Source: an optimization exercise on an open RTL-to-GDS flow (aim: small area, a short achievable clock period and few clock cycles). Production flows keep margins and buffers that such runs may drop. Only simulation tests tie the RTL to the original design; equivalence was not proved.

==> flow/design.v <==
module lfsr(d, n);
input  [8:0] d;
output [8:0] n;
assign n = {d[7:0], d[1] ^ d[2] ^ d[3] ^ d[7]};
endmodule
module beetle_left_antenna(nd1, nd2, q1, q2, ra, rb);
input [17:0] nd1, nd2;    
input q1, q2;
output [32:0] ra, rb;
wire hs0, hk0;
assign {hk0, hs0} = {1'b0, (~nd1[0] & ~nd1[6])} + {1'b0, (~nd1[1] & ~nd1[5])};
wire hs1, hk1;
assign {hk1, hs1} = {1'b0, (~nd1[0] & ~nd1[4])} + {1'b0, (~nd1[1] & ~nd1[3])};
wire s0, k0;
assign {k0, s0} = {1'b0, (~nd1[0] & ~nd1[5])} + {1'b0, (~nd1[1] & ~nd1[4])} + {1'b0, (~nd1[3] & nd1[2])};
wire s1, k1;
assign {k1, s1} = {1'b0, (~nd1[2] & ~nd1[4])} + {1'b0, (~nd1[3] & ~nd1[2])} + {1'b0, hs0};
wire [8:0] Alo = {1'b0, k0, hk1, hs1, (~nd1[0] & ~nd1[3]), (~nd1[0] & ~nd1[2]), (~nd1[1] & nd1[0]), 1'b0, ~nd1[0]} + {1'b0, s1, s0, (~nd1[2] & ~nd1[1]), (~nd1[2] & nd1[1]), (~nd1[1] & ~nd1[0]), 1'b0, 1'b0, 1'b0};
wire hs2, hk2;
assign {hk2, hs2} = {1'b0, (~nd2[0] & ~nd2[6])} + {1'b0, (~nd2[1] & ~nd2[5])};
wire hs3, hk3;
assign {hk3, hs3} = {1'b0, (~nd2[0] & ~nd2[4])} + {1'b0, (~nd2[1] & ~nd2[3])};
wire s2, k2;
assign {k2, s2} = {1'b0, (~nd2[0] & ~nd2[5])} + {1'b0, (~nd2[1] & ~nd2[4])} + {1'b0, (~nd2[3] & nd2[2])};
wire s3, k3;
assign {k3, s3} = {1'b0, (~nd2[2] & ~nd2[4])} + {1'b0, (~nd2[3] & ~nd2[2])} + {1'b0, hs2};
wire [8:0] Blo = {1'b0, k2, hk3, hs3, (~nd2[0] & ~nd2[3]), (~nd2[0] & ~nd2[2]), (~nd2[1] & nd2[0]), 1'b0, ~nd2[0]} + {1'b0, s3, s2, (~nd2[2] & ~nd2[1]), (~nd2[2] & nd2[1]), (~nd2[1] & ~nd2[0]), 1'b0, 1'b0, 1'b0};
wire hs4, hk4;
assign {hk4, hs4} = {1'b0, (~nd1[0] & ~nd1[7])} + {1'b0, (~nd1[1] & ~nd1[6])};
wire hs5, hk5;
assign {hk5, hs5} = {1'b0, (~nd1[0] & ~nd1[12])} + {1'b0, (~nd1[1] & ~nd1[11])};
wire s4, k4;
assign {k4, s4} = {1'b0, (~nd1[0] & ~nd1[13])} + {1'b0, (~nd1[1] & ~nd1[12])} + {1'b0, (~nd1[2] & ~nd1[11])};
wire s5, k5;
assign {k5, s5} = {1'b0, (~nd1[0] & ~nd1[14])} + {1'b0, (~nd1[1] & ~nd1[13])} + {1'b0, (~nd1[2] & ~nd1[12])};
wire s6, k6;
assign {k6, s6} = {1'b0, (~nd1[3] & ~nd1[11])} + {1'b0, (~nd1[4] & ~nd1[10])} + {1'b0, (~nd1[5] & ~nd1[9])};
wire s7, k7;
assign {k7, s7} = {1'b0, (~nd1[0] & ~nd1[15])} + {1'b0, (~nd1[1] & ~nd1[14])} + {1'b0, (~nd1[2] & ~nd1[13])};
wire s8, k8;
assign {k8, s8} = {1'b0, (~nd1[3] & ~nd1[12])} + {1'b0, (~nd1[4] & ~nd1[11])} + {1'b0, (~nd1[5] & ~nd1[10])};
wire hs6, hk6;
assign {hk6, hs6} = {1'b0, (~nd1[6] & ~nd1[9])} + {1'b0, (~nd1[8] & nd1[7])};
wire s9, k9;
assign {k9, s9} = {1'b0, (~nd1[0] & ~nd1[16])} + {1'b0, (~nd1[1] & ~nd1[15])} + {1'b0, (~nd1[2] & ~nd1[14])};
wire s10, k10;
assign {k10, s10} = {1'b0, (~nd1[3] & ~nd1[13])} + {1'b0, (~nd1[4] & ~nd1[12])} + {1'b0, (~nd1[5] & ~nd1[11])};
wire s11, k11;
assign {k11, s11} = {1'b0, (~nd1[6] & ~nd1[10])} + {1'b0, (~nd1[7] & ~nd1[9])} + {1'b0, (~nd1[8] & ~nd1[7])};
wire s12, k12;
assign {k12, s12} = {1'b0, (~nd2[0] & ~nd2[16])} + {1'b0, (~nd2[1] & ~nd2[15])} + {1'b0, (~nd2[2] & ~nd2[14])};
wire s13, k13;
assign {k13, s13} = {1'b0, (~nd1[1] & ~nd1[16])} + {1'b0, (~nd1[2] & ~nd1[15])} + {1'b0, (~nd1[3] & ~nd1[14])};
wire s14, k14;
assign {k14, s14} = {1'b0, (~nd1[4] & ~nd1[13])} + {1'b0, (~nd1[5] & ~nd1[12])} + {1'b0, (~nd1[6] & ~nd1[11])};
wire s15, k15;
assign {k15, s15} = {1'b0, (~nd1[7] & ~nd1[10])} + {1'b0, (~nd1[9] & nd1[8])} + {1'b0, (nd1[17] | nd1[0])};
wire s16, k16;
assign {k16, s16} = {1'b0, (~nd2[1] & ~nd2[16])} + {1'b0, (~nd2[2] & ~nd2[15])} + {1'b0, (~nd2[3] & ~nd2[14])};
wire hs7, hk7;
assign {hk7, hs7} = {1'b0, (~nd2[4] & ~nd2[13])} + {1'b0, (~nd2[5] & ~nd2[12])};
wire s17, k17;
assign {k17, s17} = {1'b0, 1'b1} + {1'b0, (~nd1[2] & ~nd1[16])} + {1'b0, (~nd1[3] & ~nd1[15])};
wire s18, k18;
assign {k18, s18} = {1'b0, (~nd1[4] & ~nd1[14])} + {1'b0, (~nd1[5] & ~nd1[13])} + {1'b0, (~nd1[6] & ~nd1[12])};
wire s19, k19;
assign {k19, s19} = {1'b0, (~nd1[7] & ~nd1[11])} + {1'b0, (~nd1[8] & ~nd1[10])} + {1'b0, (~nd1[9] & ~nd1[8])};
wire s20, k20;
assign {k20, s20} = {1'b0, (nd1[17] | nd1[1])} + {1'b0, (~nd2[2] & ~nd2[16])} + {1'b0, (~nd2[3] & ~nd2[15])};
wire s21, k21;
assign {k21, s21} = {1'b0, (~nd2[4] & ~nd2[14])} + {1'b0, (~nd2[5] & ~nd2[13])} + {1'b0, (~nd2[6] & ~nd2[12])};
wire hs8, hk8;
assign {hk8, hs8} = {1'b0, (~nd2[7] & ~nd2[11])} + {1'b0, (~nd2[8] & ~nd2[10])};
wire s22, k22;
assign {k22, s22} = {1'b0, (~nd1[3] & ~nd1[16])} + {1'b0, (~nd1[4] & ~nd1[15])} + {1'b0, (~nd1[5] & ~nd1[14])};
wire s23, k23;
assign {k23, s23} = {1'b0, (~nd1[6] & ~nd1[13])} + {1'b0, (~nd1[7] & ~nd1[12])} + {1'b0, (~nd1[8] & ~nd1[11])};
wire s24, k24;
assign {k24, s24} = {1'b0, (~nd1[10] & nd1[9])} + {1'b0, (nd1[17] | nd1[2])} + {1'b0, (~nd2[3] & ~nd2[16])};
wire s25, k25;
assign {k25, s25} = {1'b0, (~nd2[4] & ~nd2[15])} + {1'b0, (~nd2[5] & ~nd2[14])} + {1'b0, (~nd2[6] & ~nd2[13])};
wire hs9, hk9;
assign {hk9, hs9} = {1'b0, (~nd2[7] & ~nd2[12])} + {1'b0, (~nd2[8] & ~nd2[11])};
wire s26, k26;
assign {k26, s26} = {1'b0, (~nd1[4] & ~nd1[16])} + {1'b0, (~nd1[5] & ~nd1[15])} + {1'b0, (~nd1[6] & ~nd1[14])};
wire s27, k27;
assign {k27, s27} = {1'b0, (~nd1[7] & ~nd1[13])} + {1'b0, (~nd1[8] & ~nd1[12])} + {1'b0, (~nd1[9] & ~nd1[11])};
wire s28, k28;
assign {k28, s28} = {1'b0, (~nd1[10] & ~nd1[9])} + {1'b0, (nd1[17] | nd1[3])} + {1'b0, (~nd2[4] & ~nd2[16])};
wire s29, k29;
assign {k29, s29} = {1'b0, (~nd2[5] & ~nd2[15])} + {1'b0, (~nd2[6] & ~nd2[14])} + {1'b0, (~nd2[7] & ~nd2[13])};
wire s30, k30;
assign {k30, s30} = {1'b0, (~nd1[5] & ~nd1[16])} + {1'b0, (~nd1[6] & ~nd1[15])} + {1'b0, (~nd1[7] & ~nd1[14])};
wire s31, k31;
assign {k31, s31} = {1'b0, (~nd1[8] & ~nd1[13])} + {1'b0, (~nd1[9] & ~nd1[12])} + {1'b0, (~nd1[11] & nd1[10])};
wire hs10, hk10;
assign {hk10, hs10} = {1'b0, (nd1[17] | nd1[4])} + {1'b0, (~nd2[5] & ~nd2[16])};
wire s32, k32;
assign {k32, s32} = {1'b0, (~nd1[6] & ~nd1[16])} + {1'b0, (~nd1[7] & ~nd1[15])} + {1'b0, (~nd1[8] & ~nd1[14])};
wire s33, k33;
assign {k33, s33} = {1'b0, (~nd1[9] & ~nd1[13])} + {1'b0, (~nd1[10] & ~nd1[12])} + {1'b0, (~nd1[11] & ~nd1[10])};
wire hs11, hk11;
assign {hk11, hs11} = {1'b0, (~nd1[7] & ~nd1[16])} + {1'b0, (~nd1[8] & ~nd1[15])};
wire s34, k34;
assign {k34, s34} = {1'b0, (~nd1[2] & ~nd1[5])} + {1'b0, (~nd1[4] & nd1[3])} + {1'b0, (~nd2[0] & ~nd2[7])};
wire s35, k35;
assign {k35, s35} = {1'b0, (~nd2[1] & ~nd2[6])} + {1'b0, (~nd2[2] & ~nd2[5])} + {1'b0, (~nd2[4] & nd2[3])};
wire s36, k36;
assign {k36, s36} = {1'b0, (~nd1[0] & ~nd1[8])} + {1'b0, (~nd1[1] & ~nd1[7])} + {1'b0, (~nd1[2] & ~nd1[6])};
wire s37, k37;
assign {k37, s37} = {1'b0, (~nd1[3] & ~nd1[5])} + {1'b0, (~nd1[4] & ~nd1[3])} + {1'b0, (~nd2[0] & ~nd2[8])};
wire s38, k38;
assign {k38, s38} = {1'b0, (~nd1[0] & ~nd1[9])} + {1'b0, (~nd1[1] & ~nd1[8])} + {1'b0, (~nd1[2] & ~nd1[7])};
wire hs12, hk12;
assign {hk12, hs12} = {1'b0, (~nd1[3] & ~nd1[6])} + {1'b0, (~nd1[5] & nd1[4])};
wire s39, k39;
assign {k39, s39} = {1'b0, (~nd1[0] & ~nd1[10])} + {1'b0, (~nd1[1] & ~nd1[9])} + {1'b0, (~nd1[2] & ~nd1[8])};
wire s40, k40;
assign {k40, s40} = {1'b0, (~nd1[3] & ~nd1[7])} + {1'b0, (~nd1[4] & ~nd1[6])} + {1'b0, (~nd1[5] & ~nd1[4])};
wire hs13, hk13;
assign {hk13, hs13} = {1'b0, (~nd2[0] & ~nd2[10])} + {1'b0, (~nd2[1] & ~nd2[9])};
wire s41, k41;
assign {k41, s41} = {1'b0, (~nd1[0] & ~nd1[11])} + {1'b0, (~nd1[1] & ~nd1[10])} + {1'b0, (~nd1[2] & ~nd1[9])};
wire s42, k42;
assign {k42, s42} = {1'b0, (~nd1[3] & ~nd1[8])} + {1'b0, (~nd1[4] & ~nd1[7])} + {1'b0, (~nd1[6] & nd1[5])};
wire s43, k43;
assign {k43, s43} = {1'b0, (~nd2[0] & ~nd2[11])} + {1'b0, (~nd2[1] & ~nd2[10])} + {1'b0, (~nd2[2] & ~nd2[9])};
wire s44, k44;
assign {k44, s44} = {1'b0, (~nd1[2] & ~nd1[10])} + {1'b0, (~nd1[3] & ~nd1[9])} + {1'b0, (~nd1[4] & ~nd1[8])};
wire s45, k45;
assign {k45, s45} = {1'b0, (~nd1[5] & ~nd1[7])} + {1'b0, (~nd1[6] & ~nd1[5])} + {1'b0, (~nd2[0] & ~nd2[12])};
wire s46, k46;
assign {k46, s46} = {1'b0, (~nd2[1] & ~nd2[11])} + {1'b0, (~nd2[2] & ~nd2[10])} + {1'b0, (~nd2[3] & ~nd2[9])};
wire hs14, hk14;
assign {hk14, hs14} = {1'b0, (~nd2[4] & ~nd2[8])} + {1'b0, (~nd2[5] & ~nd2[7])};
wire s47, k47;
assign {k47, s47} = {1'b0, (~nd1[3] & ~nd1[10])} + {1'b0, (~nd1[4] & ~nd1[9])} + {1'b0, (~nd1[5] & ~nd1[8])};
wire s48, k48;
assign {k48, s48} = {1'b0, (~nd1[7] & nd1[6])} + {1'b0, (~nd2[0] & ~nd2[13])} + {1'b0, (~nd2[1] & ~nd2[12])};
wire s49, k49;
assign {k49, s49} = {1'b0, (~nd2[2] & ~nd2[11])} + {1'b0, (~nd2[3] & ~nd2[10])} + {1'b0, (~nd2[4] & ~nd2[9])};
wire s50, k50;
assign {k50, s50} = {1'b0, (~nd2[5] & ~nd2[8])} + {1'b0, (~nd2[7] & nd2[6])} + {1'b0, hk5};
wire s51, k51;
assign {k51, s51} = {1'b0, (~nd1[6] & ~nd1[8])} + {1'b0, (~nd1[7] & ~nd1[6])} + {1'b0, (~nd2[0] & ~nd2[14])};
wire s52, k52;
assign {k52, s52} = {1'b0, (~nd2[1] & ~nd2[13])} + {1'b0, (~nd2[2] & ~nd2[12])} + {1'b0, (~nd2[3] & ~nd2[11])};
wire s53, k53;
assign {k53, s53} = {1'b0, (~nd2[4] & ~nd2[10])} + {1'b0, (~nd2[5] & ~nd2[9])} + {1'b0, (~nd2[6] & ~nd2[8])};
wire s54, k54;
assign {k54, s54} = {1'b0, (~nd2[7] & ~nd2[6])} + {1'b0, k4} + {1'b0, s5};
wire s55, k55;
assign {k55, s55} = {1'b0, (~nd2[0] & ~nd2[15])} + {1'b0, (~nd2[1] & ~nd2[14])} + {1'b0, (~nd2[2] & ~nd2[13])};
wire s56, k56;
assign {k56, s56} = {1'b0, (~nd2[3] & ~nd2[12])} + {1'b0, (~nd2[4] & ~nd2[11])} + {1'b0, (~nd2[5] & ~nd2[10])};
wire s57, k57;
assign {k57, s57} = {1'b0, (~nd2[6] & ~nd2[9])} + {1'b0, (~nd2[8] & nd2[7])} + {1'b0, k5};
wire s58, k58;
assign {k58, s58} = {1'b0, k6} + {1'b0, s7} + {1'b0, s8};
wire s59, k59;
assign {k59, s59} = {1'b0, (~nd2[3] & ~nd2[13])} + {1'b0, (~nd2[4] & ~nd2[12])} + {1'b0, (~nd2[5] & ~nd2[11])};
wire s60, k60;
assign {k60, s60} = {1'b0, (~nd2[6] & ~nd2[10])} + {1'b0, (~nd2[7] & ~nd2[9])} + {1'b0, (~nd2[8] & ~nd2[7])};
wire s61, k61;
assign {k61, s61} = {1'b0, k7} + {1'b0, k8} + {1'b0, hk6};
wire s62, k62;
assign {k62, s62} = {1'b0, s9} + {1'b0, s10} + {1'b0, s11};
wire s63, k63;
assign {k63, s63} = {1'b0, (~nd2[6] & ~nd2[11])} + {1'b0, (~nd2[7] & ~nd2[10])} + {1'b0, (~nd2[9] & nd2[8])};
wire s64, k64;
assign {k64, s64} = {1'b0, (nd2[17] | nd2[0])} + {1'b0, k9} + {1'b0, k10};
wire s65, k65;
assign {k65, s65} = {1'b0, k11} + {1'b0, k12} + {1'b0, s13};
wire s66, k66;
assign {k66, s66} = {1'b0, s14} + {1'b0, s15} + {1'b0, s16};
wire s67, k67;
assign {k67, s67} = {1'b0, (~nd2[9] & ~nd2[8])} + {1'b0, (nd2[17] | nd2[1])} + {1'b0, k13};
wire s68, k68;
assign {k68, s68} = {1'b0, k14} + {1'b0, k15} + {1'b0, k16};
wire s69, k69;
assign {k69, s69} = {1'b0, hk7} + {1'b0, s17} + {1'b0, s18};
wire s70, k70;
assign {k70, s70} = {1'b0, s19} + {1'b0, s20} + {1'b0, s21};
wire s71, k71;
assign {k71, s71} = {1'b0, (~nd2[10] & nd2[9])} + {1'b0, (nd2[17] | nd2[2])} + {1'b0, k17};
wire s72, k72;
assign {k72, s72} = {1'b0, k18} + {1'b0, k19} + {1'b0, k20};
wire s73, k73;
assign {k73, s73} = {1'b0, k21} + {1'b0, hk8} + {1'b0, s22};
wire s74, k74;
assign {k74, s74} = {1'b0, s23} + {1'b0, s24} + {1'b0, s25};
wire s75, k75;
assign {k75, s75} = {1'b0, (~nd2[8] & ~nd2[12])} + {1'b0, (~nd2[9] & ~nd2[11])} + {1'b0, (~nd2[10] & ~nd2[9])};
wire s76, k76;
assign {k76, s76} = {1'b0, (nd2[17] | nd2[3])} + {1'b0, k22} + {1'b0, k23};
wire s77, k77;
assign {k77, s77} = {1'b0, k24} + {1'b0, k25} + {1'b0, hk9};
wire s78, k78;
assign {k78, s78} = {1'b0, s26} + {1'b0, s27} + {1'b0, s28};
wire s79, k79;
assign {k79, s79} = {1'b0, (~nd2[6] & ~nd2[15])} + {1'b0, (~nd2[7] & ~nd2[14])} + {1'b0, (~nd2[8] & ~nd2[13])};
wire s80, k80;
assign {k80, s80} = {1'b0, (~nd2[9] & ~nd2[12])} + {1'b0, (~nd2[11] & nd2[10])} + {1'b0, (nd2[17] | nd2[4])};
wire s81, k81;
assign {k81, s81} = {1'b0, k26} + {1'b0, k27} + {1'b0, k28};
wire s82, k82;
assign {k82, s82} = {1'b0, k29} + {1'b0, s30} + {1'b0, s31};
wire s83, k83;
assign {k83, s83} = {1'b0, (nd1[17] | nd1[5])} + {1'b0, (~nd2[6] & ~nd2[16])} + {1'b0, (~nd2[7] & ~nd2[15])};
wire s84, k84;
assign {k84, s84} = {1'b0, (~nd2[8] & ~nd2[14])} + {1'b0, (~nd2[9] & ~nd2[13])} + {1'b0, (~nd2[10] & ~nd2[12])};
wire s85, k85;
assign {k85, s85} = {1'b0, (~nd2[11] & ~nd2[10])} + {1'b0, (nd2[17] | nd2[5])} + {1'b0, k30};
wire s86, k86;
assign {k86, s86} = {1'b0, k31} + {1'b0, hk10} + {1'b0, s32};
wire s87, k87;
assign {k87, s87} = {1'b0, (~nd1[9] & ~nd1[14])} + {1'b0, (~nd1[10] & ~nd1[13])} + {1'b0, (~nd1[12] & nd1[11])};
wire s88, k88;
assign {k88, s88} = {1'b0, (nd1[17] | nd1[6])} + {1'b0, (~nd2[7] & ~nd2[16])} + {1'b0, (~nd2[8] & ~nd2[15])};
wire s89, k89;
assign {k89, s89} = {1'b0, (~nd2[9] & ~nd2[14])} + {1'b0, (~nd2[10] & ~nd2[13])} + {1'b0, (~nd2[12] & nd2[11])};
wire s90, k90;
assign {k90, s90} = {1'b0, (nd2[17] | nd2[6])} + {1'b0, k32} + {1'b0, k33};
wire s91, k91;
assign {k91, s91} = {1'b0, (~nd1[8] & ~nd1[16])} + {1'b0, (~nd1[9] & ~nd1[15])} + {1'b0, (~nd1[10] & ~nd1[14])};
wire s92, k92;
assign {k92, s92} = {1'b0, (~nd1[11] & ~nd1[13])} + {1'b0, (~nd1[12] & ~nd1[11])} + {1'b0, (nd1[17] | nd1[7])};
wire s93, k93;
assign {k93, s93} = {1'b0, (~nd2[8] & ~nd2[16])} + {1'b0, (~nd2[9] & ~nd2[15])} + {1'b0, (~nd2[10] & ~nd2[14])};
wire s94, k94;
assign {k94, s94} = {1'b0, (~nd2[11] & ~nd2[13])} + {1'b0, (~nd2[12] & ~nd2[11])} + {1'b0, (nd2[17] | nd2[7])};
wire s95, k95;
assign {k95, s95} = {1'b0, (~nd1[9] & ~nd1[16])} + {1'b0, (~nd1[10] & ~nd1[15])} + {1'b0, (~nd1[11] & ~nd1[14])};
wire s96, k96;
assign {k96, s96} = {1'b0, (~nd1[13] & nd1[12])} + {1'b0, (nd1[17] | nd1[8])} + {1'b0, (~nd2[9] & ~nd2[16])};
wire hs15, hk15;
assign {hk15, hs15} = {1'b0, (~nd2[10] & ~nd2[15])} + {1'b0, (~nd2[11] & ~nd2[14])};
wire s97, k97;
assign {k97, s97} = {1'b0, (~nd1[10] & ~nd1[16])} + {1'b0, (~nd1[11] & ~nd1[15])} + {1'b0, (~nd1[12] & ~nd1[14])};
wire s98, k98;
assign {k98, s98} = {1'b0, (~nd1[13] & ~nd1[12])} + {1'b0, (nd1[17] | nd1[9])} + {1'b0, (~nd2[10] & ~nd2[16])};
wire hs16, hk16;
assign {hk16, hs16} = {1'b0, (~nd1[11] & ~nd1[16])} + {1'b0, (~nd1[12] & ~nd1[15])};
wire s99, k99;
assign {k99, s99} = {1'b0, hk0} + {1'b0, hk2} + {1'b0, s34};
wire hs17, hk17;
assign {hk17, hs17} = {1'b0, s35} + {1'b0, hs4};
wire s100, k100;
assign {k100, s100} = {1'b0, (~nd2[1] & ~nd2[7])} + {1'b0, (~nd2[2] & ~nd2[6])} + {1'b0, (~nd2[3] & ~nd2[5])};
wire s101, k101;
assign {k101, s101} = {1'b0, (~nd2[4] & ~nd2[3])} + {1'b0, k34} + {1'b0, k35};
wire hs18, hk18;
assign {hk18, hs18} = {1'b0, hk4} + {1'b0, s36};
wire s102, k102;
assign {k102, s102} = {1'b0, (~nd2[0] & ~nd2[9])} + {1'b0, (~nd2[1] & ~nd2[8])} + {1'b0, (~nd2[2] & ~nd2[7])};
wire s103, k103;
assign {k103, s103} = {1'b0, (~nd2[3] & ~nd2[6])} + {1'b0, (~nd2[5] & nd2[4])} + {1'b0, k36};
wire s104, k104;
assign {k104, s104} = {1'b0, k37} + {1'b0, s38} + {1'b0, hs12};
wire s105, k105;
assign {k105, s105} = {1'b0, (~nd2[2] & ~nd2[8])} + {1'b0, (~nd2[3] & ~nd2[7])} + {1'b0, (~nd2[4] & ~nd2[6])};
wire s106, k106;
assign {k106, s106} = {1'b0, (~nd2[5] & ~nd2[4])} + {1'b0, k38} + {1'b0, hk12};
wire s107, k107;
assign {k107, s107} = {1'b0, s39} + {1'b0, s40} + {1'b0, hs13};
wire s108, k108;
assign {k108, s108} = {1'b0, (~nd2[3] & ~nd2[8])} + {1'b0, (~nd2[4] & ~nd2[7])} + {1'b0, (~nd2[6] & nd2[5])};
wire s109, k109;
assign {k109, s109} = {1'b0, k39} + {1'b0, k40} + {1'b0, hk13};
wire s110, k110;
assign {k110, s110} = {1'b0, s41} + {1'b0, s42} + {1'b0, s43};
wire s111, k111;
assign {k111, s111} = {1'b0, (~nd2[6] & ~nd2[5])} + {1'b0, k41} + {1'b0, k42};
wire s112, k112;
assign {k112, s112} = {1'b0, k43} + {1'b0, s44} + {1'b0, s45};
wire s113, k113;
assign {k113, s113} = {1'b0, s46} + {1'b0, hs14} + {1'b0, hs5};
wire s114, k114;
assign {k114, s114} = {1'b0, k44} + {1'b0, k45} + {1'b0, k46};
wire s115, k115;
assign {k115, s115} = {1'b0, hk14} + {1'b0, s47} + {1'b0, s48};
wire s116, k116;
assign {k116, s116} = {1'b0, s49} + {1'b0, s4} + {1'b0, s50};
wire s117, k117;
assign {k117, s117} = {1'b0, k47} + {1'b0, k48} + {1'b0, k49};
wire s118, k118;
assign {k118, s118} = {1'b0, s51} + {1'b0, s52} + {1'b0, s53};
wire s119, k119;
assign {k119, s119} = {1'b0, s6} + {1'b0, k50} + {1'b0, s54};
wire s120, k120;
assign {k120, s120} = {1'b0, k51} + {1'b0, k52} + {1'b0, k53};
wire s121, k121;
assign {k121, s121} = {1'b0, s55} + {1'b0, s56} + {1'b0, hs6};
wire s122, k122;
assign {k122, s122} = {1'b0, k54} + {1'b0, s57} + {1'b0, s58};
wire s123, k123;
assign {k123, s123} = {1'b0, k55} + {1'b0, k56} + {1'b0, s59};
wire s124, k124;
assign {k124, s124} = {1'b0, s60} + {1'b0, s12} + {1'b0, k57};
wire s125, k125;
assign {k125, s125} = {1'b0, k58} + {1'b0, s61} + {1'b0, s62};
wire s126, k126;
assign {k126, s126} = {1'b0, k59} + {1'b0, k60} + {1'b0, s63};
wire s127, k127;
assign {k127, s127} = {1'b0, hs7} + {1'b0, k61} + {1'b0, k62};
wire s128, k128;
assign {k128, s128} = {1'b0, s64} + {1'b0, s65} + {1'b0, s66};
wire s129, k129;
assign {k129, s129} = {1'b0, k63} + {1'b0, hs8} + {1'b0, k64};
wire s130, k130;
assign {k130, s130} = {1'b0, k65} + {1'b0, k66} + {1'b0, s67};
wire s131, k131;
assign {k131, s131} = {1'b0, s68} + {1'b0, s69} + {1'b0, s70};
wire s132, k132;
assign {k132, s132} = {1'b0, hs9} + {1'b0, k67} + {1'b0, k68};
wire s133, k133;
assign {k133, s133} = {1'b0, k69} + {1'b0, k70} + {1'b0, s71};
wire s134, k134;
assign {k134, s134} = {1'b0, s72} + {1'b0, s73} + {1'b0, s74};
wire s135, k135;
assign {k135, s135} = {1'b0, s75} + {1'b0, s29} + {1'b0, k71};
wire s136, k136;
assign {k136, s136} = {1'b0, k72} + {1'b0, k73} + {1'b0, k74};
wire s137, k137;
assign {k137, s137} = {1'b0, s76} + {1'b0, s77} + {1'b0, s78};
wire s138, k138;
assign {k138, s138} = {1'b0, k75} + {1'b0, s79} + {1'b0, s80};
wire s139, k139;
assign {k139, s139} = {1'b0, hs10} + {1'b0, k76} + {1'b0, k77};
wire s140, k140;
assign {k140, s140} = {1'b0, k78} + {1'b0, s81} + {1'b0, s82};
wire s141, k141;
assign {k141, s141} = {1'b0, k79} + {1'b0, k80} + {1'b0, s83};
wire s142, k142;
assign {k142, s142} = {1'b0, s84} + {1'b0, s33} + {1'b0, k81};
wire s143, k143;
assign {k143, s143} = {1'b0, k82} + {1'b0, s85} + {1'b0, s86};
wire s144, k144;
assign {k144, s144} = {1'b0, k83} + {1'b0, k84} + {1'b0, s87};
wire s145, k145;
assign {k145, s145} = {1'b0, s88} + {1'b0, s89} + {1'b0, hs11};
wire s146, k146;
assign {k146, s146} = {1'b0, k85} + {1'b0, k86} + {1'b0, s90};
wire s147, k147;
assign {k147, s147} = {1'b0, k87} + {1'b0, k88} + {1'b0, k89};
wire s148, k148;
assign {k148, s148} = {1'b0, hk11} + {1'b0, s91} + {1'b0, s92};
wire s149, k149;
assign {k149, s149} = {1'b0, s93} + {1'b0, s94} + {1'b0, k90};
wire s150, k150;
assign {k150, s150} = {1'b0, (~nd2[13] & nd2[12])} + {1'b0, (nd2[17] | nd2[8])} + {1'b0, k91};
wire s151, k151;
assign {k151, s151} = {1'b0, k92} + {1'b0, k93} + {1'b0, k94};
wire s152, k152;
assign {k152, s152} = {1'b0, s95} + {1'b0, s96} + {1'b0, hs15};
wire s153, k153;
assign {k153, s153} = {1'b0, (~nd2[11] & ~nd2[15])} + {1'b0, (~nd2[12] & ~nd2[14])} + {1'b0, (~nd2[13] & ~nd2[12])};
wire s154, k154;
assign {k154, s154} = {1'b0, (nd2[17] | nd2[9])} + {1'b0, k95} + {1'b0, k96};
wire s155, k155;
assign {k155, s155} = {1'b0, hk15} + {1'b0, s97} + {1'b0, s98};
wire s156, k156;
assign {k156, s156} = {1'b0, (~nd1[14] & nd1[13])} + {1'b0, (nd1[17] | nd1[10])} + {1'b0, (~nd2[11] & ~nd2[16])};
wire s157, k157;
assign {k157, s157} = {1'b0, (~nd2[12] & ~nd2[15])} + {1'b0, (~nd2[14] & nd2[13])} + {1'b0, (nd2[17] | nd2[10])};
wire s158, k158;
assign {k158, s158} = {1'b0, k97} + {1'b0, k98} + {1'b0, hs16};
wire s159, k159;
assign {k159, s159} = {1'b0, (~nd1[12] & ~nd1[16])} + {1'b0, (~nd1[13] & ~nd1[15])} + {1'b0, (~nd1[14] & ~nd1[13])};
wire s160, k160;
assign {k160, s160} = {1'b0, (nd1[17] | nd1[11])} + {1'b0, (~nd2[12] & ~nd2[16])} + {1'b0, (~nd2[13] & ~nd2[15])};
wire s161, k161;
assign {k161, s161} = {1'b0, (~nd2[14] & ~nd2[13])} + {1'b0, (nd2[17] | nd2[11])} + {1'b0, hk16};
wire s162, k162;
assign {k162, s162} = {1'b0, (~nd1[13] & ~nd1[16])} + {1'b0, (~nd1[15] & nd1[14])} + {1'b0, (nd1[17] | nd1[12])};
wire hs19, hk19;
assign {hk19, hs19} = {1'b0, (~nd2[13] & ~nd2[16])} + {1'b0, (~nd2[15] & nd2[14])};
wire s163, k163;
assign {k163, s163} = {1'b0, (~nd1[14] & ~nd1[16])} + {1'b0, (~nd1[15] & ~nd1[14])} + {1'b0, (nd1[17] | nd1[13])};
wire s164, k164;
assign {k164, s164} = {1'b0, k1} + {1'b0, k3} + {1'b0, s99};
wire s165, k165;
assign {k165, s165} = {1'b0, s100} + {1'b0, s37} + {1'b0, k99};
wire hs20, hk20;
assign {hk20, hs20} = {1'b0, hk17} + {1'b0, s101};
wire s166, k166;
assign {k166, s166} = {1'b0, k100} + {1'b0, s102} + {1'b0, k101};
wire s167, k167;
assign {k167, s167} = {1'b0, hk18} + {1'b0, s103} + {1'b0, s104};
wire s168, k168;
assign {k168, s168} = {1'b0, k102} + {1'b0, s105} + {1'b0, k103};
wire s169, k169;
assign {k169, s169} = {1'b0, k104} + {1'b0, s106} + {1'b0, s107};
wire s170, k170;
assign {k170, s170} = {1'b0, k105} + {1'b0, s108} + {1'b0, k106};
wire s171, k171;
assign {k171, s171} = {1'b0, k107} + {1'b0, s109} + {1'b0, s110};
wire s172, k172;
assign {k172, s172} = {1'b0, k108} + {1'b0, k109} + {1'b0, k110};
wire s173, k173;
assign {k173, s173} = {1'b0, s111} + {1'b0, s112} + {1'b0, s113};
wire s174, k174;
assign {k174, s174} = {1'b0, k111} + {1'b0, k112} + {1'b0, k113};
wire s175, k175;
assign {k175, s175} = {1'b0, s114} + {1'b0, s115} + {1'b0, s116};
wire s176, k176;
assign {k176, s176} = {1'b0, k114} + {1'b0, k115} + {1'b0, s117};
wire s177, k177;
assign {k177, s177} = {1'b0, s118} + {1'b0, k116} + {1'b0, s119};
wire s178, k178;
assign {k178, s178} = {1'b0, k117} + {1'b0, k118} + {1'b0, s120};
wire s179, k179;
assign {k179, s179} = {1'b0, s121} + {1'b0, k119} + {1'b0, s122};
wire s180, k180;
assign {k180, s180} = {1'b0, k120} + {1'b0, k121} + {1'b0, s123};
wire s181, k181;
assign {k181, s181} = {1'b0, s124} + {1'b0, k122} + {1'b0, s125};
wire s182, k182;
assign {k182, s182} = {1'b0, k123} + {1'b0, s126} + {1'b0, k124};
wire s183, k183;
assign {k183, s183} = {1'b0, s127} + {1'b0, k125} + {1'b0, s128};
wire s184, k184;
assign {k184, s184} = {1'b0, k126} + {1'b0, k127} + {1'b0, s129};
wire s185, k185;
assign {k185, s185} = {1'b0, s130} + {1'b0, k128} + {1'b0, s131};
wire s186, k186;
assign {k186, s186} = {1'b0, k129} + {1'b0, k130} + {1'b0, s132};
wire s187, k187;
assign {k187, s187} = {1'b0, s133} + {1'b0, k131} + {1'b0, s134};
wire s188, k188;
assign {k188, s188} = {1'b0, k132} + {1'b0, k133} + {1'b0, s135};
wire s189, k189;
assign {k189, s189} = {1'b0, s136} + {1'b0, k134} + {1'b0, s137};
wire s190, k190;
assign {k190, s190} = {1'b0, s138} + {1'b0, k135} + {1'b0, k136};
wire s191, k191;
assign {k191, s191} = {1'b0, s139} + {1'b0, k137} + {1'b0, s140};
wire s192, k192;
assign {k192, s192} = {1'b0, k138} + {1'b0, s141} + {1'b0, k139};
wire s193, k193;
assign {k193, s193} = {1'b0, s142} + {1'b0, k140} + {1'b0, s143};
wire s194, k194;
assign {k194, s194} = {1'b0, k141} + {1'b0, s144} + {1'b0, s145};
wire s195, k195;
assign {k195, s195} = {1'b0, k142} + {1'b0, s146} + {1'b0, k143};
wire s196, k196;
assign {k196, s196} = {1'b0, k144} + {1'b0, k145} + {1'b0, s147};
wire s197, k197;
assign {k197, s197} = {1'b0, s148} + {1'b0, k146} + {1'b0, s149};
wire s198, k198;
assign {k198, s198} = {1'b0, k147} + {1'b0, k148} + {1'b0, s150};
wire s199, k199;
assign {k199, s199} = {1'b0, s151} + {1'b0, s152} + {1'b0, k149};
wire s200, k200;
assign {k200, s200} = {1'b0, s153} + {1'b0, k150} + {1'b0, k151};
wire s201, k201;
assign {k201, s201} = {1'b0, k152} + {1'b0, s154} + {1'b0, s155};
wire s202, k202;
assign {k202, s202} = {1'b0, k153} + {1'b0, s156} + {1'b0, s157};
wire s203, k203;
assign {k203, s203} = {1'b0, k154} + {1'b0, k155} + {1'b0, s158};
wire s204, k204;
assign {k204, s204} = {1'b0, k156} + {1'b0, k157} + {1'b0, s159};
wire s205, k205;
assign {k205, s205} = {1'b0, s160} + {1'b0, k158} + {1'b0, s161};
wire s206, k206;
assign {k206, s206} = {1'b0, (nd2[17] | nd2[12])} + {1'b0, k159} + {1'b0, k160};
wire s207, k207;
assign {k207, s207} = {1'b0, s162} + {1'b0, hs19} + {1'b0, k161};
wire s208, k208;
assign {k208, s208} = {1'b0, (~nd2[14] & ~nd2[16])} + {1'b0, (~nd2[15] & ~nd2[14])} + {1'b0, (nd2[17] | nd2[13])};
wire s209, k209;
assign {k209, s209} = {1'b0, k162} + {1'b0, hk19} + {1'b0, s163};
wire s210, k210;
assign {k210, s210} = {1'b0, (~nd1[16] & nd1[15])} + {1'b0, (nd1[17] | nd1[14])} + {1'b0, (~nd2[16] & nd2[15])};
wire hs21, hk21;
assign {hk21, hs21} = {1'b0, (nd2[17] | nd2[14])} + {1'b0, k163};
wire s211, k211;
assign {k211, s211} = {1'b0, (~nd1[16] & ~nd1[15])} + {1'b0, (nd1[17] | nd1[15])} + {1'b0, (~nd2[16] & ~nd2[15])};
wire s212, k212;
assign {k212, s212} = {1'b0, (nd2[17] | nd2[15])} + {1'b0, (q1 & ~nd1[0])} + {1'b0, (q2 & ~nd2[0])};
wire s213, k213;
assign {k213, s213} = {1'b0, ~nd1[17]} + {1'b0, ~nd2[17]} + {1'b0, (nd1[17] | nd1[16])};
wire s214, k214;
assign {k214, s214} = {1'b0, (nd2[17] | nd2[16])} + {1'b0, (q1 & ~nd1[1])} + {1'b0, (q2 & ~nd2[1])};
wire hs22, hk22;
assign {hk22, hs22} = {1'b0, hs17} + {1'b0, s164};
wire s215, k215;
assign {k215, s215} = {1'b0, hs18} + {1'b0, s165} + {1'b0, hs20};
wire s216, k216;
assign {k216, s216} = {1'b0, k165} + {1'b0, hk20} + {1'b0, s166};
wire s217, k217;
assign {k217, s217} = {1'b0, k166} + {1'b0, s168} + {1'b0, k167};
wire s218, k218;
assign {k218, s218} = {1'b0, k168} + {1'b0, s170} + {1'b0, k169};
wire s219, k219;
assign {k219, s219} = {1'b0, k170} + {1'b0, s172} + {1'b0, k171};
wire s220, k220;
assign {k220, s220} = {1'b0, k172} + {1'b0, s174} + {1'b0, k173};
wire s221, k221;
assign {k221, s221} = {1'b0, k174} + {1'b0, s176} + {1'b0, k175};
wire s222, k222;
assign {k222, s222} = {1'b0, k176} + {1'b0, s178} + {1'b0, k177};
wire s223, k223;
assign {k223, s223} = {1'b0, k178} + {1'b0, s180} + {1'b0, k179};
wire s224, k224;
assign {k224, s224} = {1'b0, k180} + {1'b0, s182} + {1'b0, k181};
wire s225, k225;
assign {k225, s225} = {1'b0, k182} + {1'b0, s184} + {1'b0, k183};
wire s226, k226;
assign {k226, s226} = {1'b0, k184} + {1'b0, s186} + {1'b0, k185};
wire s227, k227;
assign {k227, s227} = {1'b0, k186} + {1'b0, s188} + {1'b0, k187};
wire s228, k228;
assign {k228, s228} = {1'b0, k188} + {1'b0, s190} + {1'b0, k189};
wire s229, k229;
assign {k229, s229} = {1'b0, k190} + {1'b0, s192} + {1'b0, k191};
wire s230, k230;
assign {k230, s230} = {1'b0, s194} + {1'b0, k192} + {1'b0, k193};
wire s231, k231;
assign {k231, s231} = {1'b0, s196} + {1'b0, k194} + {1'b0, k195};
wire s232, k232;
assign {k232, s232} = {1'b0, k196} + {1'b0, s198} + {1'b0, s199};
wire s233, k233;
assign {k233, s233} = {1'b0, k198} + {1'b0, s200} + {1'b0, s201};
wire s234, k234;
assign {k234, s234} = {1'b0, s202} + {1'b0, k200} + {1'b0, k201};
wire s235, k235;
assign {k235, s235} = {1'b0, k202} + {1'b0, s204} + {1'b0, s205};
wire s236, k236;
assign {k236, s236} = {1'b0, k204} + {1'b0, s206} + {1'b0, k205};
wire s237, k237;
assign {k237, s237} = {1'b0, s208} + {1'b0, k206} + {1'b0, s209};
wire s238, k238;
assign {k238, s238} = {1'b0, k208} + {1'b0, s210} + {1'b0, k209};
wire s239, k239;
assign {k239, s239} = {1'b0, k210} + {1'b0, s211} + {1'b0, s212};
wire s240, k240;
assign {k240, s240} = {1'b0, k211} + {1'b0, s213} + {1'b0, k212};
wire s241, k241;
assign {k241, s241} = {1'b0, (q1 & ~nd1[2])} + {1'b0, (q2 & ~nd2[2])} + {1'b0, k213};
wire hs23, hk23;
assign {hk23, hs23} = {1'b0, 1'b1} + {1'b0, (q1 & ~nd1[3])};
wire hs24, hk24;
assign {hk24, hs24} = {1'b0, 1'b1} + {1'b0, (q1 & ~nd1[4])};
wire hs25, hk25;
assign {hk25, hs25} = {1'b0, 1'b1} + {1'b0, (q1 & ~nd1[5])};
wire hs26, hk26;
assign {hk26, hs26} = {1'b0, 1'b1} + {1'b0, (q1 & ~nd1[6])};
wire hs27, hk27;
assign {hk27, hs27} = {1'b0, Alo[8]} + {1'b0, Blo[8]};
wire s242, k242;
assign {k242, s242} = {1'b0, k164} + {1'b0, hk22} + {1'b0, s215};
wire s243, k243;
assign {k243, s243} = {1'b0, s167} + {1'b0, k215} + {1'b0, s216};
wire s244, k244;
assign {k244, s244} = {1'b0, s169} + {1'b0, k216} + {1'b0, s217};
wire s245, k245;
assign {k245, s245} = {1'b0, s171} + {1'b0, k217} + {1'b0, s218};
wire s246, k246;
assign {k246, s246} = {1'b0, s173} + {1'b0, k218} + {1'b0, s219};
wire s247, k247;
assign {k247, s247} = {1'b0, k219} + {1'b0, s175} + {1'b0, s220};
wire s248, k248;
assign {k248, s248} = {1'b0, k220} + {1'b0, s177} + {1'b0, s221};
wire s249, k249;
assign {k249, s249} = {1'b0, s179} + {1'b0, k221} + {1'b0, s222};
wire s250, k250;
assign {k250, s250} = {1'b0, s181} + {1'b0, k222} + {1'b0, s223};
wire s251, k251;
assign {k251, s251} = {1'b0, s183} + {1'b0, k223} + {1'b0, s224};
wire s252, k252;
assign {k252, s252} = {1'b0, s185} + {1'b0, k224} + {1'b0, s225};
wire s253, k253;
assign {k253, s253} = {1'b0, s187} + {1'b0, k225} + {1'b0, s226};
wire s254, k254;
assign {k254, s254} = {1'b0, s189} + {1'b0, k226} + {1'b0, s227};
wire s255, k255;
assign {k255, s255} = {1'b0, s191} + {1'b0, k227} + {1'b0, s228};
wire s256, k256;
assign {k256, s256} = {1'b0, s193} + {1'b0, k228} + {1'b0, s229};
wire s257, k257;
assign {k257, s257} = {1'b0, s195} + {1'b0, k229} + {1'b0, s230};
wire s258, k258;
assign {k258, s258} = {1'b0, s197} + {1'b0, k230} + {1'b0, s231};
wire s259, k259;
assign {k259, s259} = {1'b0, k197} + {1'b0, k231} + {1'b0, s232};
wire s260, k260;
assign {k260, s260} = {1'b0, k199} + {1'b0, s233} + {1'b0, k232};
wire s261, k261;
assign {k261, s261} = {1'b0, s203} + {1'b0, k233} + {1'b0, s234};
wire s262, k262;
assign {k262, s262} = {1'b0, k203} + {1'b0, k234} + {1'b0, s235};
wire s263, k263;
assign {k263, s263} = {1'b0, s207} + {1'b0, s236} + {1'b0, k235};
wire s264, k264;
assign {k264, s264} = {1'b0, k207} + {1'b0, s237} + {1'b0, k236};
wire s265, k265;
assign {k265, s265} = {1'b0, hs21} + {1'b0, s238} + {1'b0, k237};
wire s266, k266;
assign {k266, s266} = {1'b0, hk21} + {1'b0, s239} + {1'b0, k238};
wire s267, k267;
assign {k267, s267} = {1'b0, s214} + {1'b0, k239} + {1'b0, s240};
wire s268, k268;
assign {k268, s268} = {1'b0, k214} + {1'b0, s241} + {1'b0, k240};
wire s269, k269;
assign {k269, s269} = {1'b0, (q2 & ~nd2[3])} + {1'b0, hs23} + {1'b0, k241};
wire s270, k270;
assign {k270, s270} = {1'b0, (q2 & ~nd2[4])} + {1'b0, hk23} + {1'b0, hs24};
wire s271, k271;
assign {k271, s271} = {1'b0, (q2 & ~nd2[5])} + {1'b0, hk24} + {1'b0, hs25};
wire s272, k272;
assign {k272, s272} = {1'b0, (q2 & ~nd2[6])} + {1'b0, hk25} + {1'b0, hs26};
wire hs28, hk28;
assign {hk28, hs28} = {1'b0, 1'b1} + {1'b0, hk26};
assign ra = {k272, k271, k270, k269, k268, k267, k266, k265, k264, k263, k262, k261, k260, k259, k258, k257, k256, k255, k254, k253, k252, k251, k250, k249, k248, k247, k246, k245, k244, k243, k242, hk27, hs27};
assign rb = {hs28, s272, s271, s270, s269, s268, s267, s266, s265, s264, s263, s262, s261, s260, s259, s258, s257, s256, s255, s254, s253, s252, s251, s250, s249, s248, s247, s246, s245, s244, s243, s242, hs22};
endmodule
module beetle_compare(al, bl, ar, br, gt);
input [32:0] al, bl, ar, br;
output gt;
wire [31:0] a = {~al[31], al[30:0]};
wire [31:0] b = bl[31:0];
wire [31:0] c = ~{~ar[31], ar[30:0]};
wire [31:0] e = ~br[31:0];
wire [32:0] tl = {1'b0, a} + {1'b0, b};
wire [32:0] tr = {1'b0, ~c} + {1'b0, br[31:0]};
wire [31:0] x1 = a ^ b;
wire [31:0] x2 = c ^ e;
wire [31:0] x = x1 ^ x2;
wire [31:0] co;
wire [31:0] ci = {co[30:0], 1'b1};
genvar i;
generate for (i = 0; i < 32; i = i + 1) begin : cmp4
  assign co[i] = x1[i] ? c[i] : a[i];
end endgenerate
wire [31:0] xs = x ^ ci;
wire [31:0] xk = {x[30:0] & ci[30:0] | ~x[30:0] & e[30:0], 1'b0};
wire k31 = x[31] ? ci[31] : e[31];
wire [32:0] ts = {1'b0, xs} + {1'b0, xk};
assign gt = ~(ts[32] ^ k31 ^ co[31] ^ tl[32] ^ tr[32]);
endmodule
module beetle_right_antenna(dir, sense, s3, step);
input  [8:0]  dir;
input  [12:0] sense;
input  [14:0] s3;
output [13:0] step;
wire [15:0] s1 = {3'b000, sense};
wire [15:0] s2 = {2'b00, sense, 1'b0};
wire [15:0] t3 = {1'b0, s3};
wire [15:0] s4 = {1'b0, sense, 2'b00};
wire [3:0] g0 = {dir[2:0], 1'b0};
wire [3:0] g1 = dir[5:2];
wire [3:0] g2 = dir[8:5];
wire [15:0] r0, r1, r2;
wire n0, n1, n2;
beetle_booth_row b0(g0, s1, s2, t3, s4, r0, n0);
beetle_booth_row b1(g1, s1, s2, t3, s4, r1, n1);
beetle_booth_row b2(g2, s1, s2, t3, s4, r2, n2);
wire [21:0] p = {{6{n0}}, r0} + {{3{n1}}, r1, 3'd0} + {r2, 6'd0}
              + {15'd0, n2, 2'b00, n1, 2'b00, n0};
assign step = p[21:8];
endmodule
module beetle_booth_row(g, s1, s2, s3, s4, r, n);
input  [3:0]  g;
input  [15:0] s1, s2, s3, s4;
output [15:0] r;
output n;
wire [2:0] a = g[3] ? ~g[2:0] : g[2:0];
wire m1 = ~a[2] & (a[1] ^ a[0]);
wire m2 = ~a[2] & a[1] & a[0] | a[2] & ~a[1] & ~a[0];
wire m3 = a[2] & (a[1] ^ a[0]);
wire m4 = a[2] & a[1] & a[0];
wire [15:0] mag = {16{m1}} & s1 | {16{m2}} & s2 | {16{m3}} & s3 | {16{m4}} & s4;
assign r = g[3] ? ~mag : mag;
assign n = g[3];
endmodule
module beetle_position(mx, my, nx, ny, d1, d2, q1, q2);
parameter NB = 0;
input  [15:0] mx, my;
input  signed [13:0] nx, ny;
output [17:0] d1, d2;
output q1, q2;
wire [15:0] fx = {{2{nx[13]}}, nx};
wire [15:0] fy = {{2{ny[13]}}, ny};
wire [15:0] ax = NB ? mx - fx : mx + fx;
wire [15:0] ay = NB ? my - fy : my + fy;
assign d1 = 18'd1791 - {2'b00, ax} - {ay[15], ay, 1'b0};
assign d2 = 18'd1279 - {ax[15], ax, 1'b0} - {2'b00, ay};
assign q1 = ay[15];
assign q2 = ax[15];
endmodule
module bas(clock,reset,load, seed_x,seed_y,iterations,x,y,x_extreme,y_extreme,out_value,done );
    input clock,reset,load;
    input [8:0] seed_x,seed_y;
    input [8:0] iterations;
    input [15:0] x,y;
    output signed [15:0] x_extreme,y_extreme;
    output signed [39:0] out_value;
    output reg done;
    reg [15:0] x_curr, y_curr;           
    reg signed [13:0] step_x, step_y;    
    reg signed [13:0] step_nx, step_ny;  
    reg [17:0] dl1, dl2, dr1, dr2;       
    reg ql1, ql2, qr1, qr2;              
    reg [32:0] value_curr;               
    reg [8:0] dir_x, dir_y;              
    reg [12:0] sense;                    
    reg [8:0] remain;
    reg run;
    reg first;                           
    reg [15:0] x_best, y_best;
    reg [32:0] value_best;
    reg value_init;                      
    wire [32:0] al, bl, ar, br;
    beetle_left_antenna ol(dl1, dl2, ql1, ql2, al, bl);
    beetle_left_antenna or_(dr1, dr2, qr1, qr2, ar, br);
    wire go_right;
    beetle_compare cmp(al, bl, ar, br, go_right);
    wire [32:0] odour_l = al + bl;
    wire [32:0] odour_r = ar + br;
    wire [15:0] x_l = x_curr + {{2{step_x[13]}}, step_x};
    wire [15:0] y_l = y_curr + {{2{step_y[13]}}, step_y};
    wire [15:0] x_r = x_curr - {{2{step_x[13]}}, step_x};
    wire [15:0] y_r = y_curr - {{2{step_y[13]}}, step_y};
    wire [17:0] ell1, ell2, elr1, elr2, erl1, erl2, err1, err2;
    wire qll1, qll2, qlr1, qlr2, qrl1, qrl2, qrr1, qrr2;
    wire signed [13:0] first_x = {{5{dir_x[8]}}, dir_x} + {{2{dir_x[8]}}, dir_x, 3'b000} + {dir_x[8], dir_x, 4'b0000};
    wire signed [13:0] first_y = {{5{dir_y[8]}}, dir_y} + {{2{dir_y[8]}}, dir_y, 3'b000} + {dir_y[8], dir_y, 4'b0000};
    wire signed [13:0] next_x = first ? first_x : step_nx;
    wire signed [13:0] next_y = first ? first_y : step_ny;
    beetle_position #(0) pll(x_l, y_l, next_x, next_y, ell1, ell2, qll1, qll2);
    beetle_position #(1) plr(x_l, y_l, next_x, next_y, elr1, elr2, qlr1, qlr2);
    beetle_position #(0) prl(x_r, y_r, next_x, next_y, erl1, erl2, qrl1, qrl2);
    beetle_position #(1) prr(x_r, y_r, next_x, next_y, err1, err2, qrr1, qrr2);
    wire signed [13:0] mul_x, mul_y;
    wire [14:0] sense3 = {2'b00, sense} + {1'b0, sense, 1'b0};
    wire [8:0] dir_x_n, dir_y_n;
    lfsr lx(dir_x, dir_x_n);
    lfsr ly(dir_y, dir_y_n);
    beetle_right_antenna mulx(dir_x_n, sense, sense3, mul_x);
    beetle_right_antenna muly(dir_y_n, sense, sense3, mul_y);
    assign x_extreme = x_best;
    assign y_extreme = y_best;
    assign out_value = {4'b0, {3{value_init}}, value_best};
    always @(posedge clock) begin
        if (reset) begin
            x_curr <= x;
            y_curr <= y;
            dl1 <= 18'd0;
            dl2 <= 18'd0;
            dr1 <= 18'd0;
            dr2 <= 18'd0;
            ql1 <= 1'b0;
            ql2 <= 1'b0;
            qr1 <= 1'b0;
            qr2 <= 1'b0;
            step_x <= 14'd0;
            step_y <= 14'd0;
            step_nx <= 14'd0;
            step_ny <= 14'd0;
            dir_x <= 9'd0;
            dir_y <= 9'd0;
        end else begin
            if (go_right) begin
                x_curr <= x_r;
                y_curr <= y_r;
                dl1 <= erl1;
                dl2 <= erl2;
                dr1 <= err1;
                dr2 <= err2;
                ql1 <= qrl1;
                ql2 <= qrl2;
                qr1 <= qrr1;
                qr2 <= qrr2;
            end else begin
                x_curr <= x_l;
                y_curr <= y_l;
                dl1 <= ell1;
                dl2 <= ell2;
                dr1 <= elr1;
                dr2 <= elr2;
                ql1 <= qll1;
                ql2 <= qll2;
                qr1 <= qlr1;
                qr2 <= qlr2;
            end
            step_x <= next_x;
            step_y <= next_y;
            step_nx <= mul_x;
            step_ny <= mul_y;
            if (load) begin
                dir_x <= seed_x;
                dir_y <= seed_y;
            end else begin
                dir_x <= dir_x_n;
                dir_y <= dir_y_n;
            end
        end
        value_curr <= go_right ? odour_r : odour_l;
        if (reset)
            sense <= 13'd6400;
        else
            sense <= sense - {8'd0, sense[12:8]} - {12'd0, sense[7:0] != 8'd0};
        if (reset) begin
            run <= 1'b0;
            done <= 1'b0;
            first <= 1'b0;
            x_best <= 16'd0;
            y_best <= 16'd0;
            value_best <= {33{1'b1}};
            value_init <= 1'b1;
        end else if (load) begin
            remain <= iterations;
            first <= 1'b1;
            run <= iterations != 9'd0;
            done <= iterations == 9'd0;
        end else if (run) begin
            remain <= remain - 9'd1;
            first <= 1'b0;
            if (remain == 9'd0) begin
                run <= 1'b0;
                done <= 1'b1;
            end
            if (!first && value_curr < value_best) begin
                x_best <= x_curr;
                y_best <= y_curr;
                value_best <= value_curr;
                value_init <= 1'b0;
            end
        end
    end
endmodule
==> flow/flow/run.sh <==
#!/bin/bash
# The standard layout, with timing repair aiming for 20 ns of setup slack
# at the design's clock period (over-fixing, as SETUP_SLACK_MARGIN does),
# on the worst 5% of endpoints, and sky130_fd_sc_hd__buf_4 cells as the port buffers.
set -euo pipefail
bash standard.sh SETUP_SLACK_MARGIN=20 TNS_END_PERCENT=5 "BUFFER_PORTS_ARGS=-buffer_cell sky130_fd_sc_hd__buf_4" finish > orfs_make.log 2>&1
==> flow/standard.sh <==
#!/bin/bash
# synth_recipe.tcl (not shown) runs the flow's synth.tcl, then flattens the netlist and writes it again
# the make line also repeats each setting of config.mk as NAME=value (left out here)
make -C /OpenROAD-flow-scripts/flow DESIGN_CONFIG=/design/flow/config.mk WORK_HOME=/design/flow/orfs CLKGATE_MAP_FILE= SYNTH_SCRIPT=/design/flow/synth_recipe.tcl "${@:-finish}"
==> flow/config.mk <==
export PLATFORM = sky130hd
export DESIGN_NAME = bas
export DESIGN_NICKNAME = bas
export VERILOG_FILES = /design/flow/design.v
export SDC_FILE = /design/flow/constraint.sdc
export NUM_CORES = 8
export LEC_CHECK = 0
export ABC_AREA = 1
export CAP_MARGIN = 20
export CORE_MARGIN = 2
export CORE_UTILIZATION = 45
export SLEW_MARGIN = 20
==> flow/constraint.sdc <==
create_clock -name core_clock -period 27.0 [get_ports {clock}]
set_input_delay 5.4000 -clock core_clock [delete_from_list [all_inputs] [get_ports {clock}]]
set_output_delay 5.4000 -clock core_clock [all_outputs]
set_load 0.01 [all_outputs]
==> results of run 1 <==
[repair_timing]
item | in CTS | in global routing
setup buffers | 124 | 112
resized for setup | 285 | 260
endpoints found under the setup margin | 171 | 174
cloned | 8 | 8
endpoints found under the hold margin | 0 | 0
pin swaps | 25 | 98
[sequential cells by signal (all words and copies together) (netlist names), 9 cells and up]
signal / count
value_best: 33
value_curr: 33
dl1: 18
dl2: 18
dr1: 17
dr2: 17
x_best: 16
x_curr: 16
y_best: 16
y_curr: 16
step_nx: 14
step_ny: 14
step_x: 14
step_y: 14
sense: 13
dir_x: 9
dir_y: 9
remain: 9
[synthesized netlist by cell type, drive strengths merged, types with 123 or more instances]
| cell | number |
|---|---|
| nand2 | 1347 |
| inv | 1273 |
| nor2 | 959 |
| ha | 709 |
| a21oi | 621 |
| fa | 585 |
| o21ai | 479 |
| xor2 | 404 |
| dfxtp | 295 |
| nand3 | 245 |
| clkbuf | 218 |
| xnor2 | 123 |
[metal layers]
layer,track usage,share of wire,vias up
met5,0,0,-
met3,0.04244,0.072,480
met2,0.5276,0.45,2228
met4,0.1532,0.057,0
met1,0.4250,0.42,25640
li1,-,-,25350
[critical path: cells and delay by family]
| family | cells | cell delay [ns] |
|---|---|---|
| compound gates | 2 | 0.25 |
| buf+inv | 4 | 1.12 |
| simple gates | 2 | 0.58 |
[layout by cell type, fill, tap and decap left out, types with 17 or more instances in the layout]
cell type      n
nand2_1     1321
inv_1       1198
nor2_1       940
ha_1         666
a21oi_1      600
fa_1         513
o21ai_0      422
xor2_1       373
buf_4        371
dfxtp_1      240
nand3_1      230
xnor2_1      114
fa_2          72
nor3_1        63
o22ai_1       60
o21ai_1       52
clkinvlp_4    51
clkbuf_16     49
nand4_1       44
dfxtp_4       40
ha_4          35
buf_12        30
a31oi_1       28
a221oi_1      28
o21bai_1      27
a21o_1        27
inv_2         24
xor2_2        24
o211ai_1      23
a21oi_2       21
o21a_1        19
or2_2         18
nor2_2        18
nand2_2       18
o31ai_1       17
[logic make-up after synthesis]
logic type / after synthesis / synth area share
compound gates: 1421 / 0.1415
xor+xnor: 527 / 0.08212
fa+ha+maj: 1294 / 0.3644
buf+inv: 1576 / 0.1080
flops: 304 / 0.1093
mux: 6 / 0.001240
other cells: 1 / 0.00006639
simple gates: 2710 / 0.1933
[area by class of cell]
type / instances / area share
Multi-Input combinational cell: 5967 / 0.7075
Sequential cell: 304 / 0.09841
Inverter: 1286 / 0.07817
Timing Repair Buffer: 433 / 0.06111
Tap cell: 1637 / 0.03177
Clock buffer: 52 / 0.01816
Clock inverter: 24 / 0.004813
Antenna cell: 2 / 0.00007763
[worst max-delay path by stage]
stage	start	endpoint	slack, ns
floorplan	reset	remain[0]$_DFFE_PP_	20.14
global placement	dr1[10]$_SDFF_PP0_	y_curr[1]$_DFF_P_	18.24
detailed placement	dl1[6]$_SDFF_PP0_	dr1[3]$_SDFF_PP0_	18.09
CTS	dr1[7]$_SDFF_PP0_	dr2[6]$_SDFF_PP0_	19.93
global route	dl1[0]$_SDFF_PP0_	y_curr[12]$_DFF_P_	19.90
finish	load	value_best[4]$_SDFFE_PP1P_	20.02
[per-stage QoR]
step	cell area (µm²)
2_1_floorplan	56490
5_1_grt	64470
4_1_cts	62360
3_3_place_gp	58680
6_report	64470
3_5_place_dp	58680
==> impl_results.md, run 1 <==
- Outcome: complete, no violations
- Multi-input logic area: 0.04561 mm²
- Synth area leaders: fa_1 21%, ha_1 16%, dfxtp_1 10%
- Fin worst setup slack: 20.02 ns
- Worst-Margin Slew: 1.127 ns
- Antenna Violating Nets Remaining: 0
- H-tree depth: 2
- Post-DP HPWL: 165.1 mm
- Post-Route Skew: 0.05036 ns
- CTS buffer count: 43
- CTS tree: built
- # placed instances: 9375
- Clock latency (worst-skew pair): 0.64 ns
- Crit path cell chain: buf_4, nor2_1, nand2_1, buf_4, inv_8, buf_6, a21oi_1, o21ai_0
- Cell count after synthesis: 7839
- Hold_sp: y_best[12]$_SDFFE_PP0P_
- Unrepaired setup endpoints after global routing: true
- FF-to-FF End: y_curr[12]$_DFF_P_
- Routed Wire Length: 212.9 mm
- Initial antenna violation count: 1
- Total track usage: 0.3238
- Hold_buf cts: 0
- Setup TNS: 0 ns
- Iteration-0 DRC Markers: 5028
- Fraction of layout cells with a size suffix above 1: 0.1154
- Mapped Area: 0.05648 mm²
- DR pass1 iterations: 6
- WS Path Type: input pin to flop
- Die area: 0.1284 mm²
- Fin. Hold Viols: 0
- IO buf count: 130
- Number of synthesized flops with an enable pin: 9
- Sequential fraction of the synthesis area: 0.1093
- Util after Layout: 0.5194
- Cell taking the most area after synthesis: fa_1
- Avg Inst Size Synth: 7.205 µm²
- Worst Hold Path EP: y_best[12]$_SDFFE_PP0P_
- Max Fanout on Critical Path: 66
- Reg area: 0.006345 mm²
- Max-cap violations: 0
- Fin crit period: 6.978 ns
- Slew Limit Headroom: 0.2484
- Die span in x: 358.3 µm
- Endpoints failing setup: 0
- Placer congestion estimate: 0.9852
- CP max stage delay: 0.45 ns
- Async SR Flop Fraction: 0
- Fin. max-slew vios: 0
- Residual DRC: 0
- Worst Setup Start Kind: input pin
- FF+latch count, synth: 304
- Maximum clock rate: 143.3 MHz
- Hold Crit Depth: 2
- Core Rows: 129
- Fin cells: 9705
- Ys Warns: 1
- Critical path's most frequent cell: buf_4
- R2r setup slk: 20.09 ns
- Worst hold path class: flop to flop
- Worst Path Required: 27.54 ns
- Worst EP arrival: 7.52 ns
- Grt ovf: 0
- CTS sink count: 304
- Synth cell types: 70
- Clk pin slew, worst setup/hold paths: 0.06 ns
- Die Ht: 358.3 µm
- Largest net degree at the start of global routing: 76
- Reg2reg start: dr1[10]$_SDFF_PP0_
- Fill cell count: 12350
- Post-synth top area share: 0.2074
- First-pass GRT wire length: 316.2 mm
- Slowest-stage cell, CP: nor2_1
- Initial Util: 0.4550
- Vias per std cell: 5.534
- Clock root cell: clkbuf_16
- Vias in the first global route: 52440
- Tcrit/Tclk final: 0.2584
- CORE AREA: 0.1241 mm²
- Cell depth of the worst flop-to-flop path: 32
- Final hold slack: 0.4896 ns
- Final net count: 9391
- CTS max path bufs: 3
- Crit. End Element: flop
- WL/cell: 21.94 µm
- Vias: 53700
- P&R area growth vs syn: 14.15%
- Pre-CTS WS: 18.09 ns
- I/O pin count: 135
- Post-synth top flop: dfxtp_1
Testbench counts, summed over its fixed seeds: cycles 49,176.
==> run 2, diff against run 1 <==
==> flow/flow/run.sh (replaced) <==
#!/bin/bash
# The standard layout, with timing repair aiming for 20 ns of setup slack
# at the design's clock period (over-fixing, as SETUP_SLACK_MARGIN does),
# on the worst 10% of endpoints, and sky130_fd_sc_hd__buf_2 cells as the port buffers.
set -euo pipefail
bash standard.sh SETUP_SLACK_MARGIN=20 TNS_END_PERCENT=10 "BUFFER_PORTS_ARGS=-buffer_cell sky130_fd_sc_hd__buf_2" finish > orfs_make.log 2>&1
==> impl_results.md, run 2 <==
- H-tree depth: 2 (unchanged)
- Fin. Hold Viols: 0 (unchanged)
- Reg area: 0.006346 mm² (about the same)
- Cell taking the most area after synthesis: fa_1
- Grt ovf: 0 (unchanged)
- P&R area growth vs syn: 14.06% (about the same)
- Initial Util: 0.4550 (unchanged)
- Top Registers: value_best (33), value_curr (33)
- CTS buffer count: 43 (unchanged)
- Fin crit period: 6.953 ns (-0.02480 ns)
- Worst EP arrival: 7.40 ns (-0.12 ns)
- Residual DRC: 0 (unchanged)
- First-pass GRT wire length: 317.3 mm (+0.33%)
- Unrepaired setup endpoints after global routing: true
- CTS max path bufs: 3 (unchanged)
- Setup TNS: 0 ns (unchanged)
- Crit. End Element: flop
- Antenna Violating Nets Remaining: 0 (unchanged)
- Worst Setup Start Kind: input pin
- Outcome: complete, no violations
- Final net count: 9401 (+0.11%)
- Die span in x: 358.3 µm (unchanged)
- Worst hold path class: flop to flop
- Synth cell types: 70 (unchanged)
- Post-DP HPWL: 165.1 mm (about the same)
- Sequential fraction of the synthesis area: 0.1093 (unchanged)
- Clock latency (worst-skew pair): 0.65 ns (about the same)
- I/O pin count: 135 (unchanged)
- Hold_buf cts: 0 (unchanged)
- Core Rows: 129 (unchanged)
- Vias: 53980 (+0.51%)
- Post-synth top flop: dfxtp_1
- Cell count after synthesis: 7839 (unchanged)
- Number of synthesized flops with an enable pin: 9 (unchanged)
- Fin. max-slew vios: 0 (unchanged)
- Routed Wire Length: 213.3 mm (+0.15%)
- Placer congestion estimate: 1.021 (+3.6%)
- Synth area leaders: fa_1 21%, ha_1 16%, dfxtp_1 10%
- Ys Warns: 1 (unchanged)
- Post-Route Skew: 0.04713 ns (-0.003230 ns)
- IO buf count: 130 (unchanged)
- Max-cap violations: 0 (unchanged)
- WL/cell: 21.95 µm (about the same)
- Initial antenna violation count: 2 (+1)
- Most frequent cells in the layout: 1318 x nand2_1, 1193 x inv_1, 940 x nor2_1
- Max Fanout on Critical Path: 69 (+4.5%)
- Maximum clock rate: 143.8 MHz (+0.36%)
- Endpoints failing setup: 0 (unchanged)
- Iteration-0 DRC Markers: 5094 (+1.3%)
- Fraction of layout cells with a size suffix above 1: 0.1177 (+0.002304)
- Util after Layout: 0.5190 (about the same)
- Post-synth top area share: 0.2074 (unchanged)
- WS Path Type: input pin to flop
- Slew Limit Headroom: 0.3020 (+0.05360)
- Async SR Flop Fraction: 0 (unchanged)
- Largest net degree at the start of global routing: 79 (+3.9%)
- CTS sink count: 304 (unchanged)
- Die area: 0.1284 mm² (unchanged)
- Die Ht: 358.3 µm (unchanged)
- Vias per std cell: 5.555 (+0.39%)
- Commonest non-fill, non-tap cell in the layout: nand2_1
- Multi-input logic area: 0.04557 mm² (about the same)
- Cell with the most instances after synthesis: nand2_1
- Worst-Margin Slew: 1.036 ns (-0.09136 ns)
-- run 2: cell families after synthesis --
| kind of cell | synth area share |
|---|---|
| compound gates | 0.1415 |
| flops | 0.1093 |
| mux | 0.001240 |
| xor+xnor | 0.08212 |
| other cells | 0.00006639 |
| fa+ha+maj | 0.3644 |
| buf+inv | 0.1080 |
| simple gates | 0.1933 |
-- run 2: metrics by stage --
| stage | hold WS [ns] | instance area (µm²) | instances |
|---|---|---|---|
| floorplan | 0.4441 | 56490 | 7842 |
| global placement | 0.4643 | 58370 | 9377 |
| detailed placement | 0.4723 | 58370 | 9377 |
| CTS | 0.4845 | 62460 | 9603 |
| global route | 0.5011 | 64420 | 9715 |
| finish | 0.4795 | 64420 | 9716 |
-- run 2: repair_timing --
item / 4_1_cts / 5_1_grt
cloned: 13 / 4
pin swaps: 35 / 107
setup endpoints to repair: 188 / 177
setup buffers: 135 / 108
gates resized for setup: 337 / 263
-- run 2: final cells by class --
type | instances | share of cell area
multi-input cells | 5966 | 0.7074
repair buffers | 444 | 0.06143
inverters | 1286 | 0.07831
well taps | 1637 | 0.03179
diodes | 1 | 0.00003884
flip-flops and latches | 304 | 0.09851
clock buffers | 57 | 0.01929
clock inverters | 21 | 0.003224
-- run 2: worst paths after layout --
| path | from | end | slack (ns) | cells after the start |
|---|---|---|---|---|
| max | reset | step_x[7]$_SDFF_PP0_ | 20.05 | 4 |
| min | x_best[7]$_SDFFE_PP0P_ | x_best[7]$_SDFFE_PP0P_ | 0.48 | 2 |
| max reg2reg | dl1[6]$_SDFF_PP0_ | dl1[9]$_SDFF_PP0_ | 20.05 | 34 |
| min reg2reg | x_best[7]$_SDFFE_PP0P_ | x_best[7]$_SDFFE_PP0P_ | 0.48 | 2 |
-- run 2: worst max-delay path, cell delays in order --
cell	delay (ns)
buf_6	0.28
buf_4	0.57
buf_4	0.78
nor2_1	0.27
-- run 2: layer usage --
metal | vias up | GRT usage | wire length (µm)
li1 | 25390 | - | -
met1 | 25730 | 0.4264 | 88840
met2 | 2353 | 0.5353 | 96630
met3 | 499 | 0.03645 | 15600
met4 | 2 | 0.1541 | 12190
met5 | - | 0 | 13

port drivers added, routing unchanged:
How much do the figures lean on ideal ports? The routed layouts below were timed once more, with nothing changed but the port constraints. Step 1: set_driving_cell puts a clkbuf_16 on clock and a buf_2 on each other input, an assumption about the parent block. Step 2, shift: input delay + t, output delay - t, t = (earliest + latest rising clock arrival at the registers) / 2. This alone moves slack from input paths to output paths. a / b / c = ideal ports / drivers / drivers and shift; a / b = the first two.
run | t, ns | setup WS [ns] | hold WS [ns] | clock arrival spread, ns | cell pins on the clock port's net
run 1 | 0.699 | 20.022 / 20.080 / 19.381 | 0.490 / 0.490 / 0.490 | 0.054 / 0.054 | 1
run 2 | 0.711 | 20.047 / 20.055 / 19.374 | 0.480 / 0.480 / 0.480 | 0.048 / 0.049 | 1
After both steps every run listed still meets setup and hold. The setup slack of run 2, which loses most, moves by +0.008 ns with the drivers and by -0.673 ns with both steps.
